Background: an optimization exercise with open tools, aiming at small area, a short achievable clock period and few clock cycles per item. Do not read the settings as production practice.
RTL that was checked went through simulation tests only; none was proved equivalent to the original.
No activity file was given, so power comes from the tool's default toggle rates.

Setup of birch:
==> module SHA, before the edit <==
module SHA(
	input logic PCLK_IN,
	input logic [4:0] PADDR_IN,
	input logic PRESETn_IN,
	input logic PSEL_IN,
	input logic PENABLE_IN,
	input logic PWRITE_IN,
	input logic [31:0] PWDATA_IN,
	output logic PREADY_OUT,
	output logic [31:0] PRDATA_OUT);
	localparam logic [31:0] K0 = 32'h5a827999, K1 = 32'h6ed9eba1,
	                        K2 = 32'h8f1bbcdc, K3 = 32'hca62c1d6;
	logic [31:0] M [16];    
	logic [15:0] zf;        
	logic [31:0] S [16];    
	logic [31:0] H [5];     
	logic [31:0] a, b, c, d, eKW;
	logic [6:0] p;          
	logic sch;              
	logic [3:0] tgt;        
	logic [1:0] kn;         
	logic [31:0] F1, F0;    
	logic xrot;             
	logic ok;               
	logic ld2;              
	logic busy;             
	wire rdy = !busy;
	wire rst = !PRESETn_IN;
	wire we = PSEL_IN & !PENABLE_IN & PWRITE_IN & rdy;
	wire [3:0] k = PADDR_IN[4] ? 4'd15 : PADDR_IN[3:0];
	logic [15:0] wk;        
	always_comb for (int j = 0; j < 16; j++) wk[j] = we && k == j;
	wire ld1 = rdy & !ld2 & (!ok | p[4]);
	wire hazard = we & (ld1 ? 1'b0 : ld2 ? (k == 4'd0) : (sch | (k < tgt)));
	wire last = !rdy & (p == 7'd80);
	logic [31:0] f;
	always_comb for (int i = 0; i < 32; i++) f[i] = b[i] ? F1[i] : F0[i];
	wire [31:0] a5 = {a[26:0], a[31:27]};
	wire [31:0] T = a5 + f + eKW;
	wire [31:0] cn = {b[1:0], b[31:2]};
	wire [31:0] cxd = cn ^ c;
	wire [31:0] F1n = (kn == 2'd0) ? cn : (kn == 2'd2) ? (cn | c) : ~cxd;
	wire [31:0] F0n = (kn == 2'd0) ? c : (kn == 2'd2) ? (cn & c) : cxd;
	wire [31:0] kv = (kn == 2'd0) ? K0 : (kn == 2'd1) ? K1 : (kn == 2'd2) ? K2 : K3;
	wire [31:0] eKW_n = d + kv + S[15];
	wire [3:0] tw = ld1 ? 4'd0 : ld2 ? 4'd1 : tgt;
	wire tv = ld1 | ld2 | !sch;
	logic [31:0] msel;
	always_comb begin
		msel = 32'd0;
		for (int j = 0; j < 16; j++)
			if (tv && tw == j && !zf[j]) msel = msel | M[j];
	end
	wire wsel = we & tv & (k == tw);   
	wire [31:0] wrec = S[13] ^ S[8] ^ S[2] ^ S[0];
	wire [31:0] wn = wsel ? PWDATA_IN : tv ? msel : {wrec[30:0], wrec[31]};
	wire [31:0] X = xrot ? {a[1:0], a[31:2]} : a;
	wire [31:0] hsum = H[4] + X;
	wire ring = !rdy & (p >= 7'd76);
	always_ff @(posedge PCLK_IN) begin
		for (int j = 0; j < 16; j++)
			if (wk[j]) M[j] <= PWDATA_IN;
		if (rst) zf <= 16'hffff;
		else zf <= zf & ~wk;
		for (int j = 0; j < 15; j++) S[j] <= S[j+1];
		S[15] <= wn;
		eKW <= eKW_n;
		if (ld2) begin
			a <= H[0]; b <= H[1]; c <= H[2]; d <= H[3];
			F1 <= H[2]; F0 <= H[3];
		end else begin
			a <= T; b <= a; c <= cn; d <= ld1 ? H[4] : c;
			F1 <= F1n; F0 <= F0n;
		end
		if (rst || ld1 || ld2 || last) begin
			p <= 7'd0;
			tgt <= 4'd2;
			sch <= 1'b0;
			kn <= 2'd0;
		end else begin
			p <= p + 7'd1;
			tgt <= tgt + 4'd1;
			sch <= sch | (tgt == 4'd15);
			if (p == 7'd18) kn <= 2'd1;
			if (p == 7'd38) kn <= 2'd2;
			if (p == 7'd58) kn <= 2'd3;
		end
		xrot <= (p <= 7'd77);
		if (rst) begin
			PREADY_OUT <= 1'b1;
			busy <= 1'b0;
			ok <= 1'b0;
			ld2 <= 1'b0;
		end else begin
			if (last || hazard) ok <= 1'b0;
			else if (ld2) ok <= 1'b1;
			ld2 <= ld1;
			PREADY_OUT <= rdy_n;
			busy <= !rdy_n;
		end
		if (rst) begin
			H[0] <= 32'h67452301;
			H[1] <= 32'hefcdab89;
			H[2] <= 32'h98badcfe;
			H[3] <= 32'h10325476;
			H[4] <= 32'hc3d2e1f0;
		end else if (ring) begin
			H[0] <= hsum; H[1] <= H[0]; H[2] <= H[1]; H[3] <= H[2]; H[4] <= H[3];
		end
		case (PADDR_IN)
			5'd16: PRDATA_OUT <= H[0];
			5'd17: PRDATA_OUT <= H[1];
			5'd18: PRDATA_OUT <= H[2];
			5'd19: PRDATA_OUT <= H[3];
			5'd20: PRDATA_OUT <= H[4];
			default: PRDATA_OUT <= 32'd0;
		endcase
	end
	wire rdy_n = rst | (rdy ? !(PSEL_IN & PENABLE_IN) : last);
endmodule
export LEC_CHECK = 0
export CAP_MARGIN = 20
export CORE_MARGIN = 2
export CORE_UTILIZATION = 50
export GPL_TIMING_DRIVEN = 1
export PLACE_DENSITY = 0.6
export SLEW_MARGIN = 20
export TNS_END_PERCENT = 100
create_clock -name core_clock -period 11.0 [get_ports {PCLK_IN}]
standard.sh (not shown) runs the stock make flow with config.mk's settings and CLKGATE_MAP_FILE= SYNTH_SCRIPT=/design/flow/synth_recipe.tcl, a recipe that flattens the netlist after the stock synthesis.
==> flow/flow/run.sh <==
#!/bin/bash
# The standard layout with: the standard synthesis script, its logic mapped
# by a delay-oriented ABC script; repair_timing aiming for a larger setup slack;
# a clock tree of larger sink clusters without dummy loads; buf_2 port buffers.
set -euo pipefail
here=$PWD
{ head -1 synth_recipe.tcl; sed "s|@ABC_SCRIPT@|$here/flow/delay.abc|" flow/abc_override.tcl; tail -n +2 synth_recipe.tcl; } > my_synth.tcl
bash standard.sh SYNTH_SCRIPT=$here/my_synth.tcl SETUP_SLACK_MARGIN=7.6 \
  "CTS_ARGS=-sink_clustering_enable -repair_clock_nets -dont_use_dummy_load -sink_clustering_size 24 -sink_clustering_max_diameter 100" \
  "BUFFER_PORTS_ARGS=-buffer_cell sky130_fd_sc_hd__buf_2" \
  finish > standard.log 2>&1
==> flow/flow/abc_override.tcl <==
# Map the logic with a delay-oriented ABC script (structural hashing, then a
# choice computation and a delay-driven cut mapping), instead of
# ORFS's abc_speed.script. Only the combinational mapping changes.
proc abc {args} {
  set i [lsearch -exact $args -script]
  if {$i >= 0} { set args [lreplace $args $i [expr {$i + 1}] -script @ABC_SCRIPT@] }
  yosys abc {*}$args
}
==> flow/flow/delay.abc <==
strash; dch; map -D 1500; topo; buffer -c; upsize -c; dnsize -c
Testbench counts of birch, summed over its fixed seeds: cycles 34,095, blocks 397.
### birch -> maple
--- a/flow/design.v
+++ b/flow/design.v
@@ -63,16 +63,15 @@
 		if (rst) zf <= 16'hffff;
 		else zf <= zf & ~wk;
 		for (int j = 0; j < 15; j++) S[j] <= S[j+1];
 		S[15] <= wn;
 		eKW <= eKW_n;
-		if (ld2) begin
-			a <= H[0]; b <= H[1]; c <= H[2]; d <= H[3];
-			F1 <= H[2]; F0 <= H[3];
+		F1 <= F1n; F0 <= F0n;
+		if (ld1) begin
+			a <= H[1]; b <= {H[2][29:0], H[2][31:30]}; c <= H[3]; d <= H[4];
 		end else begin
-			a <= T; b <= a; c <= cn; d <= ld1 ? H[4] : c;
-			F1 <= F1n; F0 <= F0n;
+			a <= ld2 ? H[0] : T; b <= a; c <= cn; d <= c;
 		end
 		if (rst || ld1 || ld2 || last) begin
 			p <= 7'd0;
 			tgt <= 4'd2;
 			sch <= 1'b0;
When the final numbers for birch and maple were put side by side, the area enclosed by the die boundary turned out to be greater in birch. Compared with birch, in maple shortest period the worst path allows now larger; synthesized area decreased 500 sq um; power density relative to cell area up about 1.2%. Sort birch and maple by total of fill cells in the finished design, ascending, and maple comes first. Where setup slack is concerned, birch is better than maple. maple: number of antenna violations at the first check in global routing 7 above birch. Taking birch as the reference, in maple fraction of area in non-clock buffers was more or less identical; growth of design area from synthesis to finish went up by 0.44 points. Compared to birch, maple has die outline width 1.5 um lower.
The RTL of maple was laid out without a check of its function.

## 04-18
Another version of the RTL of SHA (not shown whole).
Size in the first run: ~4700 cells after synthesis, roughly 75 I/O pins.
==> module SHA, before the edit <==
module SHA(
	input logic PCLK_IN,
	input logic [4:0] PADDR_IN,
	input logic PRESETn_IN,
	input logic PSEL_IN,
	input logic PENABLE_IN,
	input logic PWRITE_IN,
	input logic [31:0] PWDATA_IN,
	output logic PREADY_OUT,
	output logic [31:0] PRDATA_OUT);
	localparam logic [31:0] K0 = 32'h5a827999, K1 = 32'h6ed9eba1,
	                        K2 = 32'h8f1bbcdc, K3 = 32'hca62c1d6;
	logic [31:0] M [16];    
	logic [15:0] zf;        
	logic [31:0] S [16];    
	logic [31:0] H [5];     
	logic [31:0] a, b, c, d, eKW;
	logic [6:0] p;          
	logic sch;              
	logic [3:0] tgt;        
	logic [1:0] kn;         
	logic [31:0] kv;        
	logic [31:0] F1, F0;    
	logic xrot;             
	logic ok;               
	logic ld2;              
	logic busy;             
	wire rdy = !busy;
	wire rst = !PRESETn_IN;
	wire we = PSEL_IN & !PENABLE_IN & PWRITE_IN & rdy;
	wire [3:0] k = PADDR_IN[4] ? 4'd15 : PADDR_IN[3:0];
	logic [15:0] wk;        
	always_comb for (int j = 0; j < 16; j++) wk[j] = we && k == j;
	wire ld1 = rdy & !ld2 & (!ok | p[4]);
	wire hazard = we & (ld1 ? 1'b0 : ld2 ? (k == 4'd0) : (sch | (k < tgt)));
	wire last = !rdy & (p == 7'd80);
	logic [31:0] f;
	always_comb for (int i = 0; i < 32; i++) f[i] = b[i] ? F1[i] : F0[i];
	wire [31:0] a5 = {a[26:0], a[31:27]};
	wire [31:0] T = a5 + f + eKW;
	wire [31:0] cn = {b[1:0], b[31:2]};
	wire [31:0] cxd = cn ^ c;
	wire [31:0] F1n = (kn == 2'd0) ? cn : (kn == 2'd2) ? (cn | c) : ~cxd;
	wire [31:0] F0n = (kn == 2'd0) ? c : (kn == 2'd2) ? (cn & c) : cxd;
	wire [31:0] eKW_n = d + kv + S[15];
	wire [3:0] tw = ld1 ? 4'd0 : ld2 ? 4'd1 : tgt;
	wire tv = ld1 | ld2 | !sch;
	logic [31:0] msel;
	always_comb begin
		msel = 32'd0;
		for (int j = 0; j < 16; j++)
			if (tv && tw == j && !zf[j]) msel = msel | M[j];
	end
	wire wsel = we & tv & (k == tw);   
	wire [31:0] wrec = S[13] ^ S[8] ^ S[2] ^ S[0];
	wire [31:0] wn = wsel ? PWDATA_IN : tv ? msel : {wrec[30:0], wrec[31]};
	wire [31:0] X = xrot ? {a[1:0], a[31:2]} : a;
	wire [31:0] hsum = H[4] + X;
	wire ring = !rdy & (p >= 7'd76);
	always_ff @(posedge PCLK_IN) begin
		for (int j = 0; j < 16; j++)
			if (wk[j]) M[j] <= PWDATA_IN;
		if (rst) zf <= 16'hffff;
		else zf <= zf & ~wk;
		for (int j = 0; j < 15; j++) S[j] <= S[j+1];
		S[15] <= wn;
		eKW <= eKW_n;
		if (ld2) begin
			a <= H[0]; b <= H[1]; c <= H[2]; d <= H[3];
			F1 <= H[2]; F0 <= H[3];
		end else begin
			a <= T; b <= a; c <= cn; d <= ld1 ? H[4] : c;
			F1 <= F1n; F0 <= F0n;
		end
		if (rst || ld1 || ld2 || last) begin
			p <= 7'd0;
			tgt <= 4'd2;
			sch <= 1'b0;
			kn <= 2'd0;
			kv <= K0;
		end else begin
			p <= p + 7'd1;
			tgt <= tgt + 4'd1;
			sch <= sch | (tgt == 4'd15);
			if (p == 7'd18) begin kn <= 2'd1; kv <= K1; end
			if (p == 7'd38) begin kn <= 2'd2; kv <= K2; end
			if (p == 7'd58) begin kn <= 2'd3; kv <= K3; end
		end
		xrot <= (p <= 7'd77);
		if (rst) begin
			PREADY_OUT <= 1'b1;
			busy <= 1'b0;
			ok <= 1'b0;
			ld2 <= 1'b0;
		end else begin
			if (last || hazard) ok <= 1'b0;
			else if (ld2) ok <= 1'b1;
			ld2 <= ld1;
			PREADY_OUT <= rdy_n;
			busy <= !rdy_n;
		end
		if (rst) begin
			H[0] <= 32'h67452301;
			H[1] <= 32'hefcdab89;
			H[2] <= 32'h98badcfe;
			H[3] <= 32'h10325476;
			H[4] <= 32'hc3d2e1f0;
		end else if (ring) begin
			H[0] <= hsum; H[1] <= H[0]; H[2] <= H[1]; H[3] <= H[2]; H[4] <= H[3];
		end
		case (PADDR_IN)
			5'd16: PRDATA_OUT <= H[0];
			5'd17: PRDATA_OUT <= H[1];
			5'd18: PRDATA_OUT <= H[2];
			5'd19: PRDATA_OUT <= H[3];
			5'd20: PRDATA_OUT <= H[4];
			default: PRDATA_OUT <= 32'd0;
		endcase
	end
	wire rdy_n = rst | (rdy ? !(PSEL_IN & PENABLE_IN) : last);
endmodule
export LEC_CHECK = 0
export CAP_MARGIN = 20
export CORE_MARGIN = 2
export CORE_UTILIZATION = 50
export GPL_TIMING_DRIVEN = 1
export PLACE_DENSITY = 0.6
export SLEW_MARGIN = 20
export TNS_END_PERCENT = 5
create_clock -name core_clock -period 11.0 [get_ports {PCLK_IN}]
==> flow/flow/run.sh <==
#!/bin/bash
# The standard layout with: the standard synthesis script, its logic mapped
# by a delay-oriented ABC script; repair_timing aiming for a larger setup slack;
# a clock tree of larger sink clusters without dummy loads; buf_2 port buffers.
set -euo pipefail
here=$PWD
{ head -1 synth_recipe.tcl; sed "s|@ABC_SCRIPT@|$here/flow/delay.abc|" flow/abc_override.tcl; tail -n +2 synth_recipe.tcl; } > my_synth.tcl
bash standard.sh SYNTH_SCRIPT=$here/my_synth.tcl SETUP_SLACK_MARGIN=7.8 \
  "CTS_ARGS=-sink_clustering_enable -repair_clock_nets -dont_use_dummy_load -sink_clustering_size 24 -sink_clustering_max_diameter 100" \
  "BUFFER_PORTS_ARGS=-buffer_cell sky130_fd_sc_hd__buf_2" \
  finish > standard.log 2>&1
Scripts as last shown in full above: flow/flow/abc_override.tcl, flow/flow/delay.abc
> inputs changed (04-18 -> 10-15)
==> flow/design.v <==
module SHA(
	input logic PCLK_IN,
	input logic [4:0] PADDR_IN,
	input logic PRESETn_IN,
	input logic PSEL_IN,
	input logic PENABLE_IN,
	input logic PWRITE_IN,
	input logic [31:0] PWDATA_IN,
	output logic PREADY_OUT,
	output logic [31:0] PRDATA_OUT);
	localparam logic [31:0] K0 = 32'h5a827999, K1 = 32'h6ed9eba1,
	                        K2 = 32'h8f1bbcdc, K3 = 32'hca62c1d6;
	logic [31:0] M [16];    
	logic [15:0] zf;        
	logic [31:0] S [16];    
	logic [31:0] H [5];     
	logic [31:0] a, b, c, d, eKW;
	logic [6:0] p;          
	logic sch;              
	logic [3:0] tgt;        
	logic [1:0] kn;         
	logic [31:0] F1, F0;    
	logic xrot;             
	logic yen;              
	logic ok;               
	logic busy;             
	wire rdy = !busy;
	wire rst = !PRESETn_IN;
	wire we = PSEL_IN & !PENABLE_IN & PWRITE_IN & rdy;
	wire [3:0] k = PADDR_IN[4] ? 4'd15 : PADDR_IN[3:0];
	logic [15:0] wk;        
	always_comb for (int j = 0; j < 16; j++) wk[j] = we && k == j;
	wire ld = rdy & (!ok | p[4]);     
	wire hazard = we & (ld ? (k == 4'd0) : (sch | (k < tgt)));
	wire last = !rdy & (p == 7'd80);
	logic [31:0] f;
	always_comb for (int i = 0; i < 32; i++) f[i] = b[i] ? F1[i] : F0[i];
	wire [31:0] a5 = {a[26:0], a[31:27]};
	wire [31:0] T = a5 + f + eKW;
	wire [31:0] cn = {b[1:0], b[31:2]};
	wire [31:0] cxd = cn ^ c;
	wire [31:0] F1n = (kn == 2'd0) ? cn : (kn == 2'd2) ? (cn | c) : ~cxd;
	wire [31:0] F0n = (kn == 2'd0) ? c : (kn == 2'd2) ? (cn & c) : cxd;
	wire [31:0] kv = (kn == 2'd0) ? K0 : (kn == 2'd1) ? K1 : (kn == 2'd2) ? K2 : K3;
	wire [31:0] eKWn = d + kv + S[15];
	wire [3:0] tw = ld ? 4'd1 : tgt;   
	wire tv = ld | !sch;
	logic [31:0] msel;
	always_comb begin
		msel = 32'd0;
		for (int j = 0; j < 16; j++)
			if (tv && tw == j && !zf[j]) msel = msel | M[j];
	end
	wire wsel = we & tv & (k == tw);   
	wire [31:0] wrec = S[13] ^ S[8] ^ S[2] ^ S[0];
	wire [31:0] wn = wsel ? PWDATA_IN : (sch & !ld) ? {wrec[30:0], wrec[31]} : msel;
	wire [31:0] m0 = zf[0] ? 32'd0 : M[0];
	wire [31:0] X = rdy ? K0 : xrot ? {a[1:0], a[31:2]} : a;
	wire [31:0] Y = yen ? M[0] : 32'd0;
	wire [31:0] hsum = H[4] + X + Y;
	wire ring = !rdy & (p >= 7'd76);
	always_ff @(posedge PCLK_IN) begin
		for (int j = 0; j < 16; j++)
			if (wk[j]) M[j] <= PWDATA_IN;
		if (rst) zf <= 16'hffff;
		else zf <= zf & ~wk;
		for (int j = 0; j < 14; j++) S[j] <= S[j+1];
		S[14] <= ld ? m0 : S[15];
		S[15] <= wn;
		if (ld) begin
			a <= H[0]; b <= H[1]; c <= H[2]; d <= H[3]; eKW <= hsum;
			F1 <= H[2]; F0 <= H[3];
		end else begin
			a <= T; b <= a; c <= cn; d <= c; eKW <= eKWn;
			F1 <= F1n; F0 <= F0n;
		end
		if (rst || ld || last) begin
			p <= 7'd0;
			tgt <= 4'd2;
			sch <= 1'b0;
			kn <= 2'd0;
		end else begin
			p <= p + 7'd1;
			tgt <= tgt + 4'd1;
			sch <= sch | (tgt == 4'd15);
			if (p == 7'd18) kn <= 2'd1;
			if (p == 7'd38) kn <= 2'd2;
			if (p == 7'd58) kn <= 2'd3;
		end
		xrot <= (p <= 7'd77);
		yen <= rdy_n & !zf_n0;
		if (rst) begin
			PREADY_OUT <= 1'b1;
			busy <= 1'b0;
			ok <= 1'b0;
		end else begin
			if (last || hazard) ok <= 1'b0;
			else if (ld) ok <= 1'b1;
			PREADY_OUT <= rdy_n;
			busy <= !rdy_n;
		end
		if (rst) begin
			H[0] <= 32'h67452301;
			H[1] <= 32'hefcdab89;
			H[2] <= 32'h98badcfe;
			H[3] <= 32'h10325476;
			H[4] <= 32'hc3d2e1f0;
		end else if (ring) begin
			H[0] <= hsum; H[1] <= H[0]; H[2] <= H[1]; H[3] <= H[2]; H[4] <= H[3];
		end
		case (PADDR_IN)
			5'd16: PRDATA_OUT <= H[0];
			5'd17: PRDATA_OUT <= H[1];
			5'd18: PRDATA_OUT <= H[2];
			5'd19: PRDATA_OUT <= H[3];
			5'd20: PRDATA_OUT <= H[4];
			default: PRDATA_OUT <= 32'd0;
		endcase
	end
	wire rdy_n = rst | (rdy ? !(PSEL_IN & PENABLE_IN) : last);
	wire zf_n0 = rst | (zf[0] & !wk[0]);
endmodule
Notes after the runs:
- Compared 04-18 against 10-15; initial core utilization within noise.
- Summary of 10-15 over 04-18: power consumption fell about 8%, worst setup slack higher, sequential cell area share -3.4 points, time the worst path needs with I/O delays and setup went down 0.022 ns.
- Diff 04-18 -> 10-15: power spent charging and discharging nets now smaller; period utilization went down by 0.20 points.
Testbench counts of 10-15, summed over its fixed seeds: cycles 34,095, blocks 397.
No functional check of the RTL was part of 04-18.

==> what the ideal ports hide <==
The results above use ideal ports. As a check the final layouts listed here were re-extracted and re-timed, cells and wires unchanged. Step 1 assumes that a clkbuf_16 drives the clock port and a buf_2 every other input. Step 2, shift: input delay + t, output delay - t, t = (earliest + latest rising clock arrival at the registers) / 2. This alone moves slack from input paths to output paths. Three values: ideal ports, drivers, drivers and shift; two values: the first two.
run | t (ns) | slack for setup (ns) | hold slack, ns | worst setup path at the end | worst data-port slew with drivers (ns)
birch | 0.732 | 7.514 / 7.514 / 6.885 | 0.294 / 0.294 / 0.294 | input to register | 0.15
maple | 0.719 | 7.410 / 7.410 / 6.898 | 0.308 / 0.308 / 0.308 | input to register | 0.16
04-18 | 0.705 | 7.530 / 7.527 / 6.823 | 0.322 / 0.322 / 0.322 | input to register | 0.17
10-15 | 0.726 | 7.552 / 7.552 / 6.892 | 0.293 / 0.293 / 0.293 | input to register | 0.13
After both steps every run listed still meets setup and hold. For 04-18, which loses most, drivers alone change the setup slack by -0.003 ns; drivers and shift together by -0.707 ns.
